Source: an optimization exercise on an open RTL-to-GDS flow (aim: small area and a short achievable clock period). Production flows keep margins and buffers that such runs may drop. At most, simulation tests tie the RTL to the original design; equivalence was not proved. No activity file was given, so power comes from the tool's default toggle rates.

== oak ==
==> flow/design.v (excerpt) <==
module alu_reg (
  input clk,
  input [7:0] a,
  input [7:0] b,
  input [3:0] mode,
  output reg [7:0] s,
  output reg cout
);
clock: 11.0 ns
lec_check: 0
abc_area: 1
cap_margin: 20
core_margin: 2
core_utilization: 40
cts_buf_list: sky130_fd_sc_hd__clkbuf_8
setup_slack_margin: 5
slew_margin: 20
tns_end_percent: 0
standard.sh (not shown) runs the stock make flow with config.mk's settings and CLKGATE_MAP_FILE= SYNTH_SCRIPT=/design/flow/synth_recipe.tcl, a recipe that flattens the netlist after the stock synthesis.
==> flow/flow/run.sh <==
#!/bin/bash
set -euo pipefail
MARGIN=7
BUFCELL=sky130_fd_sc_hd__buf_1
sed -e "s/SETUP_SLACK_MARGIN=[-0-9.]*/SETUP_SLACK_MARGIN=${MARGIN}/" \
    -e "s/\"\\\${@:-finish}\"/BUFFER_PORTS_ARGS=\"-buffer_cell ${BUFCELL}\" \"\${@:-finish}\"/" \
    standard.sh > layout.sh
bash standard.sh synth > make_synth.log 2>&1
bash layout.sh > make_layout.log 2>&1
--- input diff oak..pine ---
==> flow/flow/run.sh <==
#!/bin/bash
set -euo pipefail
MARGIN=7
BUFCELL=sky130_fd_sc_hd__buf_1
sed -e "s/SETUP_SLACK_MARGIN=[-0-9.]*/SETUP_SLACK_MARGIN=${MARGIN}/" \
    -e "s/\"\\\${@:-finish}\"/BUFFER_PORTS_ARGS=\"-buffer_cell ${BUFCELL}\" SETUP_MOVE_SEQUENCE=unbuffer,sizeup,swap,clone,split \"\${@:-finish}\"/" \
    standard.sh > layout.sh
bash standard.sh synth > make_synth.log 2>&1
bash layout.sh > make_layout.log 2>&1
Compared with oak, pine improves global-route wire length before repair. Compared with oak, pine shows switching part of the total power higher by 1.0 points. Against oak, sum of internal, switching and leakage power in pine fell by a few percent. Relative to oak, cell area decreased by about 10% in pine. Per the comparison of pine with oak, number of endpoints with negative hold slack in the final report was more or less identical; time the final worst path needs with I/O delays and setup went up by 0.24 ns. oak reports its library cell contributing the largest single delay on the critical path as sky130_fd_sc_hd__fa_2 while pine reports sky130_fd_sc_hd__fa_1. Routed wire length: pine < oak. In terms of clock group total power, pine and oak differ only marginally.
No functional check of the RTL was part of any run of this note.

========
Another version of the RTL of alu_reg (not shown whole).
Size in the first run: about 700 cells after synthesis, ~30 I/O pins, about 5100 um2 of cells after synthesis.
make LEC_CHECK=0 ABC_AREA=1 CAP_MARGIN=20 CORE_MARGIN=2 CORE_UTILIZATION=40 SETUP_SLACK_MARGIN=5 SLEW_MARGIN=20 TNS_END_PERCENT=0 finish   # period 11.0 ns
run.sh (not shown) runs the stock make flow with config.mk's settings and CLKGATE_MAP_FILE= SYNTH_SCRIPT=/design/flow/synth_recipe.tcl, a recipe that flattens the netlist after the stock synthesis.
Stock flow here: none of the scripts above is used.
Rerun with:
--- a/flow/config.mk
+++ b/flow/config.mk
@@ -11,4 +11,2 @@
 export CORE_UTILIZATION = 40
-export SETUP_SLACK_MARGIN = 5
 export SLEW_MARGIN = 20
-export TNS_END_PERCENT = 0
=>
- The changed run finished with timing, DRC and antenna clean
- combinational power stays flat
- clock-buffer cell count is unchanged
- wire length barely changes
- area after synthesis stays the same
- cell count went down slightly
- clock skew stays flat
- worst setup slack degrades by 0.56 ns
- total power went down slightly
Rerun with:
==> flow/flow/run.sh (new file) <==
#!/bin/bash
set -euo pipefail
MARGIN=7
BUFCELL=sky130_fd_sc_hd__buf_1
sed -e "s/SETUP_SLACK_MARGIN=[-0-9.]*/SETUP_SLACK_MARGIN=${MARGIN}/" \
    -e "s/\"\\\${@:-finish}\"/BUFFER_PORTS_ARGS=\"-buffer_cell ${BUFCELL}\" \"\${@:-finish}\"/" \
    standard.sh > layout.sh
bash standard.sh synth > make_synth.log 2>&1
bash layout.sh > make_layout.log 2>&1
==> flow/standard.sh (new file) <==
#!/bin/bash
# synth_recipe.tcl (not shown) runs the flow's synth.tcl, then flattens the netlist and writes it again
# the make line also repeats each setting of config.mk as NAME=value (left out here)
make -C /OpenROAD-flow-scripts/flow DESIGN_CONFIG=/design/flow/config.mk WORK_HOME=/design/flow/orfs CLKGATE_MAP_FILE= SYNTH_SCRIPT=/design/flow/synth_recipe.tcl "${@:-finish}"
--- a/flow/config.mk
+++ b/flow/config.mk
@@ -11,2 +11,5 @@
 export CORE_UTILIZATION = 40
+export CTS_BUF_LIST = sky130_fd_sc_hd__clkbuf_4
+export SETUP_SLACK_MARGIN = 5
 export SLEW_MARGIN = 20
+export TNS_END_PERCENT = 0
removed: flow/run.sh
Setup slack improves by 1.3 ns.
Via count rose by a few percent.
Sequential share of layout area is about the same.
Design area is higher by a few percent.
Wire length climbs by roughly a tenth.
Clock-buffer cell count does not change.
Total power goes down by a few percent.
Clock power went down by well over a third.
Function was not checked in any run of this note: the RTL went through the layout flow alone.

========
The RTL this note starts from:
==> flow/design.v <==
module alu_reg (
  input clk,
  input [7:0] a,
  input [7:0] b,
  input [3:0] mode,
  output reg [7:0] s,
  output reg cout
);
  reg [7:0] a_q, b_q;
  reg [3:0] mode_q;
  wire [7:0] s_w;
  wire cout_w;
  alu_8_bits alu (.s(s_w), .cout(cout_w), .mode(mode_q), .a(a_q), .b(b_q));
  always @(posedge clk) begin
    a_q <= a;
    b_q <= b;
    mode_q <= mode;
    s <= s_w;
    cout <= cout_w;
  end
endmodule

`timescale 1ns / 1ps
module alu_rcs #(parameter W = 2) (x, y, dif, nb);
  input  [W-1:0] x, y;
  output [W-1:0] dif;
  output         nb;
  localparam L = (W > 8) ? 4 : (W > 4) ? 3 : (W > 2) ? 2 : 1;
  wire [W-1:0] yn = ~y;
  wire [W-1:0] g [0:L];
  wire [W-1:0] p [0:L];
  assign g[0] = (x & yn) | {{(W-1){1'b0}}, x[0] | yn[0]};
  assign p[0] = x | yn;
  genvar l, i;
  generate for (l = 0; l < L; l = l + 1) begin : lvl
    for (i = 0; i < W; i = i + 1) begin : bit_
      if ((i >> l) & 1) begin : join_
        localparam integer J = ((i >> l) << l) - 1;
        assign g[l+1][i] = g[l][i] | (p[l][i] & g[l][J]);
        assign p[l+1][i] = p[l][i] & p[l][J];
      end else begin : pass_
        assign g[l+1][i] = g[l][i];
        assign p[l+1][i] = p[l][i];
      end
    end
  end endgenerate
  assign dif = x ^ yn ^ {g[L][W-2:0], 1'b1};
  assign nb = g[L][W-1];
endmodule
module alu_pfa #(parameter W = 2) (x, y, sum, co);
  input  [W-1:0] x, y;
  output [W-1:0] sum;
  output         co;
  localparam L = (W > 8) ? 4 : (W > 4) ? 3 : (W > 2) ? 2 : 1;
  wire [W-1:0] g [0:L];
  wire [W-1:0] p [0:L];
  assign g[0] = x & y;
  assign p[0] = x | y;
  genvar l, i;
  generate for (l = 0; l < L; l = l + 1) begin : lvl
    for (i = 0; i < W; i = i + 1) begin : bit_
      if ((i >> l) & 1) begin : join_
        localparam integer J = ((i >> l) << l) - 1;
        assign g[l+1][i] = g[l][i] | (p[l][i] & g[l][J]);
        assign p[l+1][i] = p[l][i] & p[l][J];
      end else begin : pass_
        assign g[l+1][i] = g[l][i];
        assign p[l+1][i] = p[l][i];
      end
    end
  end endgenerate
  assign sum = x ^ y ^ {g[L][W-2:0], 1'b0};
  assign co = g[L][W-1];
endmodule
module alu_div4_step #(parameter W = 2) (t, d1, d2, d3, hz1, hz2, hz3, q, r);
  input  [W-1:0] t, d1, d2, d3;
  input          hz1, hz2, hz3;
  output [1:0]   q;
  output [W-1:0] r;
  wire [W-1:0] y1, y2, y3;
  wire c1, c2, c3;
  alu_rcs #(W) u1 (.x(t), .y(d1), .dif(y1), .nb(c1));
  alu_rcs #(W) u2 (.x(t), .y(d2), .dif(y2), .nb(c2));
  alu_rcs #(W) u3 (.x(t), .y(d3), .dif(y3), .nb(c3));
  wire ge1 = hz1 & c1;
  wire ge2 = hz2 & c2;
  wire ge3 = hz3 & c3;
  assign q = {ge2, ge3 | (ge1 & ~ge2)};
  assign r = ge3 ? y3 : ge2 ? y2 : ge1 ? y1 : t;
endmodule
module alu_mul9(m0, m1, m2, m3, p);
  input [8:0] m0;
  input [6:0] m1;
  input [4:0] m2;
  input [2:0] m3;
  output [8:0] p;
  wire mw1 = m0[6] ^ m1[4];
  wire mw2 = m0[6] & m1[4];
  wire mw3 = m0[7] ^ m1[5] ^ m2[3];
  wire mw4 = (m0[7] & m1[5]) | (m0[7] & m2[3]) | (m1[5] & m2[3]);
  wire mw5 = m0[4] ^ m1[2];
  wire mw6 = m0[4] & m1[2];
  wire mw7 = m0[5] ^ m1[3] ^ m2[1];
  wire mw8 = (m0[5] & m1[3]) | (m0[5] & m2[1]) | (m1[3] & m2[1]);
  wire mw9 = m2[2] ^ m3[0] ^ mw1;
  wire mw10 = (m2[2] & m3[0]) | (m2[2] & mw1) | (m3[0] & mw1);
  wire mw11 = m3[1] ^ mw3 ^ mw2;
  wire mw12 = (m3[1] & mw3) | (m3[1] & mw2) | (mw3 & mw2);
  wire mw13 = m0[2] ^ m1[0];
  wire mw14 = m0[2] & m1[0];
  wire mw15 = m0[3] ^ m1[1] ^ mw14;
  wire mw16 = (m0[3] & m1[1]) | (m0[3] & mw14) | (m1[1] & mw14);
  wire mw17 = m2[0] ^ mw5 ^ mw16;
  wire mw18 = (m2[0] & mw5) | (m2[0] & mw16) | (mw5 & mw16);
  wire mw19 = mw7 ^ mw6 ^ mw18;
  wire mw20 = (mw7 & mw6) | (mw7 & mw18) | (mw6 & mw18);
  wire mw21 = mw9 ^ mw8 ^ mw20;
  wire mw22 = (mw9 & mw8) | (mw9 & mw20) | (mw8 & mw20);
  wire mw23 = mw11 ^ mw10 ^ mw22;
  wire mw24 = (mw11 & mw10) | (mw11 & mw22) | (mw10 & mw22);
  wire mw25 = m0[8] ^ m1[6] ^ m2[4] ^ m3[2] ^ mw4 ^ mw12 ^ mw24;
  assign p = {mw25, mw23, mw21, mw19, mw17, mw15, mw13, m0[1], m0[0]};
endmodule
module alu_8_bits(s, cout, mode, a, b);
  input [7:0] a, b;
  input [3:0] mode;
  output [7:0] s;
  output cout;
  wire [15:0] m = 16'd1 << mode;
  wire sub = m[1] | m[14];
  wire [7:0] bb = b ^ {8{sub}};
  wire [7:0] p = a ^ bb;
  wire [8:0] c;
  assign c[0] = sub;
  genvar j;
  generate for (j = 0; j < 8; j = j + 1) begin : add_
    assign c[j+1] = (a[j] & bb[j]) | (p[j] & c[j]);
  end endgenerate
  wire [8:0] sum = {c[8] ^ sub, p ^ c[7:0]};
  wire eq = ~|p;
  wire gt = c[8] & ~&p;
  wire [7:0] g = a & b;
  wire G = m[8] | m[9] | m[11] | m[12];
  wire P = m[9] | m[10] | m[11] | m[13];
  wire inv = m[11] | m[12] | m[13];
  wire lg = m[8] | m[9] | m[10] | inv;
  wire [7:0] f = ((g & {8{G}}) | (p & {8{P}})) ^ {8{inv}};
  wire [7:0] b3s; wire b3c;
  alu_pfa #(8) b3a (.x({1'b0, b[7:1]}), .y(b), .sum(b3s), .co(b3c));
  wire [9:0] b3 = {b3c, b3s, b[0]};
  function [8:0] pick(input [1:0] d, input [8:0] b1, input [8:0] b3x);
    case (d)
      2'd0: pick = 9'd0;
      2'd1: pick = b1;
      2'd2: pick = {b1[7:0], 1'b0};
      default: pick = b3x;
    endcase
  endfunction
  wire [8:0] m0 = pick(a[1:0], {1'b0, b}, b3[8:0]);
  wire [8:0] m1 = pick(a[3:2], {1'b0, b}, b3[8:0]);
  wire [8:0] m2 = pick(a[5:4], {1'b0, b}, b3[8:0]);
  wire [8:0] m3 = pick(a[7:6], {1'b0, b}, b3[8:0]);
  wire [8:0] prod;
  alu_mul9 mul (.m0(m0), .m1(m1[6:0]), .m2(m2[4:0]), .m3(m3[2:0]), .p(prod));
  wire [1:0] qa, qb, qc, qd;
  wire [1:0] ra; wire [3:0] rb; wire [5:0] rc; wire [7:0] rd;
  alu_div4_step #(2) d3s (.t(a[7:6]), .d1(b[1:0]), .d2({b[0], 1'b0}), .d3(b3[1:0]),
    .hz1(b[7:2] == 0), .hz2(b[7:1] == 0), .hz3(b <= 8'd1), .q(qa), .r(ra));
  alu_div4_step #(4) d2s (.t({ra, a[5:4]}), .d1(b[3:0]), .d2({b[2:0], 1'b0}), .d3(b3[3:0]),
    .hz1(b[7:4] == 0), .hz2(b[7:3] == 0), .hz3(b <= 8'd5), .q(qb), .r(rb));
  alu_div4_step #(6) d1s (.t({rb, a[3:2]}), .d1(b[5:0]), .d2({b[4:0], 1'b0}), .d3(b3[5:0]),
    .hz1(b[7:6] == 0), .hz2(b[7:5] == 0), .hz3(b <= 8'd21), .q(qc), .r(rc));
  alu_div4_step #(8) d0s (.t({rc, a[1:0]}), .d1(b[7:0]), .d2({b[6:0], 1'b0}), .d3(b3[7:0]),
    .hz1(1'b1), .hz2(~b[7]), .hz3(b <= 8'd85), .q(qd), .r(rd));
  wire [7:0] quo = {qa, qb, qc, qd} & {8{|b}};
  wire ar  = m[0] | m[1];
  wire shl = m[4] | m[6];
  wire shr = m[5] | m[7];
  assign s = (sum[7:0] & {8{ar}}) | (prod[7:0] & {8{m[2]}}) | (quo & {8{m[3]}})
           | (f & {8{lg}}) | ({a[6:0], 1'b0} & {8{shl}}) | ({1'b0, a[7:1]} & {8{shr}})
           | {7'd0, (m[6] & a[7]) | (m[14] & gt) | (m[15] & eq)} | {m[7] & a[0], 7'd0};
  assign cout = (ar & sum[8]) | (m[2] & prod[8]) | (m[4] & a[7]) | inv;
endmodule
==> flow/config.mk <==
export PLATFORM = sky130hd
export DESIGN_NAME = alu_reg
export DESIGN_NICKNAME = alu_reg
export VERILOG_FILES = /design/flow/design.v
export SDC_FILE = /design/flow/constraint.sdc
export NUM_CORES = 4
export LEC_CHECK = 0
export ABC_AREA = 1
export CAP_MARGIN = 20
export CORE_MARGIN = 2
export CORE_UTILIZATION = 40
export CTS_BUF_LIST = sky130_fd_sc_hd__clkbuf_8
export SETUP_SLACK_MARGIN = 5
export SLEW_MARGIN = 20
export TNS_END_PERCENT = 0
==> flow/constraint.sdc <==
create_clock -name core_clock -period 11.0 [get_ports {clk}]
set_input_delay 2.2000 -clock core_clock [delete_from_list [all_inputs] [get_ports {clk}]]
set_output_delay 2.2000 -clock core_clock [all_outputs]
set_load 0.01 [all_outputs]
standard.sh (not shown) runs the stock make flow with config.mk's settings and CLKGATE_MAP_FILE= SYNTH_SCRIPT=/design/flow/synth_recipe.tcl, a recipe that flattens the netlist after the stock synthesis.
==> flow/flow/run.sh <==
#!/bin/bash
set -euo pipefail
MARGIN=7
BUFCELL=sky130_fd_sc_hd__buf_1
sed -e "s/SETUP_SLACK_MARGIN=[-0-9.]*/SETUP_SLACK_MARGIN=${MARGIN}/" \
    -e "s/\"\\\${@:-finish}\"/BUFFER_PORTS_ARGS=\"-buffer_cell ${BUFCELL}\" SETUP_MOVE_SEQUENCE=unbuffer,sizeup,swap,clone \"\${@:-finish}\"/" \
    standard.sh > layout.sh
bash standard.sh synth > make_synth.log 2>&1
bash layout.sh > make_layout.log 2>&1
The first run completed without violations.
Edit:
==> flow/flow/run.sh (replaced) <==
#!/bin/bash
set -euo pipefail
MARGIN=7
BUFCELL=sky130_fd_sc_hd__buf_1
sed -e "s/SETUP_SLACK_MARGIN=[-0-9.]*/SETUP_SLACK_MARGIN=${MARGIN}/" \
    -e "s/\"\\\${@:-finish}\"/BUFFER_PORTS_ARGS=\"-buffer_cell ${BUFCELL}\" SETUP_MOVE_SEQUENCE=unbuffer,sizeup,swap,clone,split \"\${@:-finish}\"/" \
    standard.sh > layout.sh
bash standard.sh synth > make_synth.log 2>&1
bash layout.sh > make_layout.log 2>&1
Result: Register-to-register slack improved by 140 ps; sequential cell count does not change; clock skew stays flat; cell area rose by 1.5%.
Edit:
Settings changed: CORE_UTILIZATION 40 to 50.
Result:
- The new run went through all stages and came out clean
- sequential cell count is unchanged
- synthesized cell count is unchanged
- design area stays flat
- register-to-register slack got worse by 30 ps
- power goes up by 2.4%
- synthesized area does not change
- utilization grows by 12 points
- cell count fell by 1.8%
Edit:
==> flow/flow/run.sh (replaced) <==
#!/bin/bash
set -euo pipefail
MARGIN=7
BUFCELL=sky130_fd_sc_hd__buf_1
sed -e "s/SETUP_SLACK_MARGIN=[-0-9.]*/SETUP_SLACK_MARGIN=${MARGIN}/" \
    -e "s/\"\\\${@:-finish}\"/BUFFER_PORTS_ARGS=\"-buffer_cell ${BUFCELL}\" SKIP_CTS_REPAIR_TIMING=1 \"\${@:-finish}\"/" \
    standard.sh > layout.sh
bash standard.sh synth > make_synth.log 2>&1
bash layout.sh > make_layout.log 2>&1
Settings changed: CORE_UTILIZATION 50 to 40.
Setup slack is better by 120 ps.
Non-clock buffer count grows by 58.
Die area climbs by a quarter to a third.
Worst hold slack is worse by 41 ps.
Critical path depth came out higher by 15.
Final cell count rises by a little under a tenth.
First-iteration DRC count came out higher slightly.
Wire length decreases slightly.
Via count went up by a few percent.
Total power came out higher slightly.

what the ideal ports hide:
How much do the figures lean on ideal ports? The routed layouts below were timed once more, with nothing changed but the port constraints. Step 1 (the two cells are an assumption about what drives the block):
set clk [get_ports {clk}]
set_driving_cell -lib_cell sky130_fd_sc_hd__clkbuf_16 $clk
set_driving_cell -lib_cell sky130_fd_sc_hd__buf_2 [delete_from_list [all_inputs] $clk]
Step 2 moves the port delays by t, midway between the first and last clock arrival at a register: inputs arrive t later, outputs are due t later. That takes back most of the time a late clock gives input paths. a / b / c = ideal / step 1 / step 2; a / b = the first two.
run	t, ns	setup WS [ns]	worst register clock-pin slew, ns	worst data-port slew with drivers (ns)	pins driven straight from the clock port
oak	0.331	6.438 / 6.438 / 6.438	0.08 / 0.08	0.03	1
pine	0.331	6.198 / 6.198 / 6.198	0.08 / 0.08	0.03	1
the first run of note 2	0.336	5.491 / 5.491 / 5.491	0.06 / 0.06	0.04	1
the second run of note 2	0.334	4.929 / 4.929 / 4.929	0.06 / 0.06	0.04	1
the third run of note 2	0.384	6.249 / 6.249 / 6.249	0.11 / 0.11	0.04	1
the first run of note 3	0.331	6.184 / 6.184 / 6.184	0.08 / 0.08	0.04	1
the second run of note 3	0.331	6.328 / 6.328 / 6.328	0.09 / 0.09	0.04	1
the third run of note 3	0.336	6.303 / 6.303 / 6.303	0.08 / 0.08	0.03	1
the fourth run of note 3	0.334	6.428 / 6.428 / 6.428	0.09 / 0.09	0.04	1
After both steps every run listed still meets setup and hold.
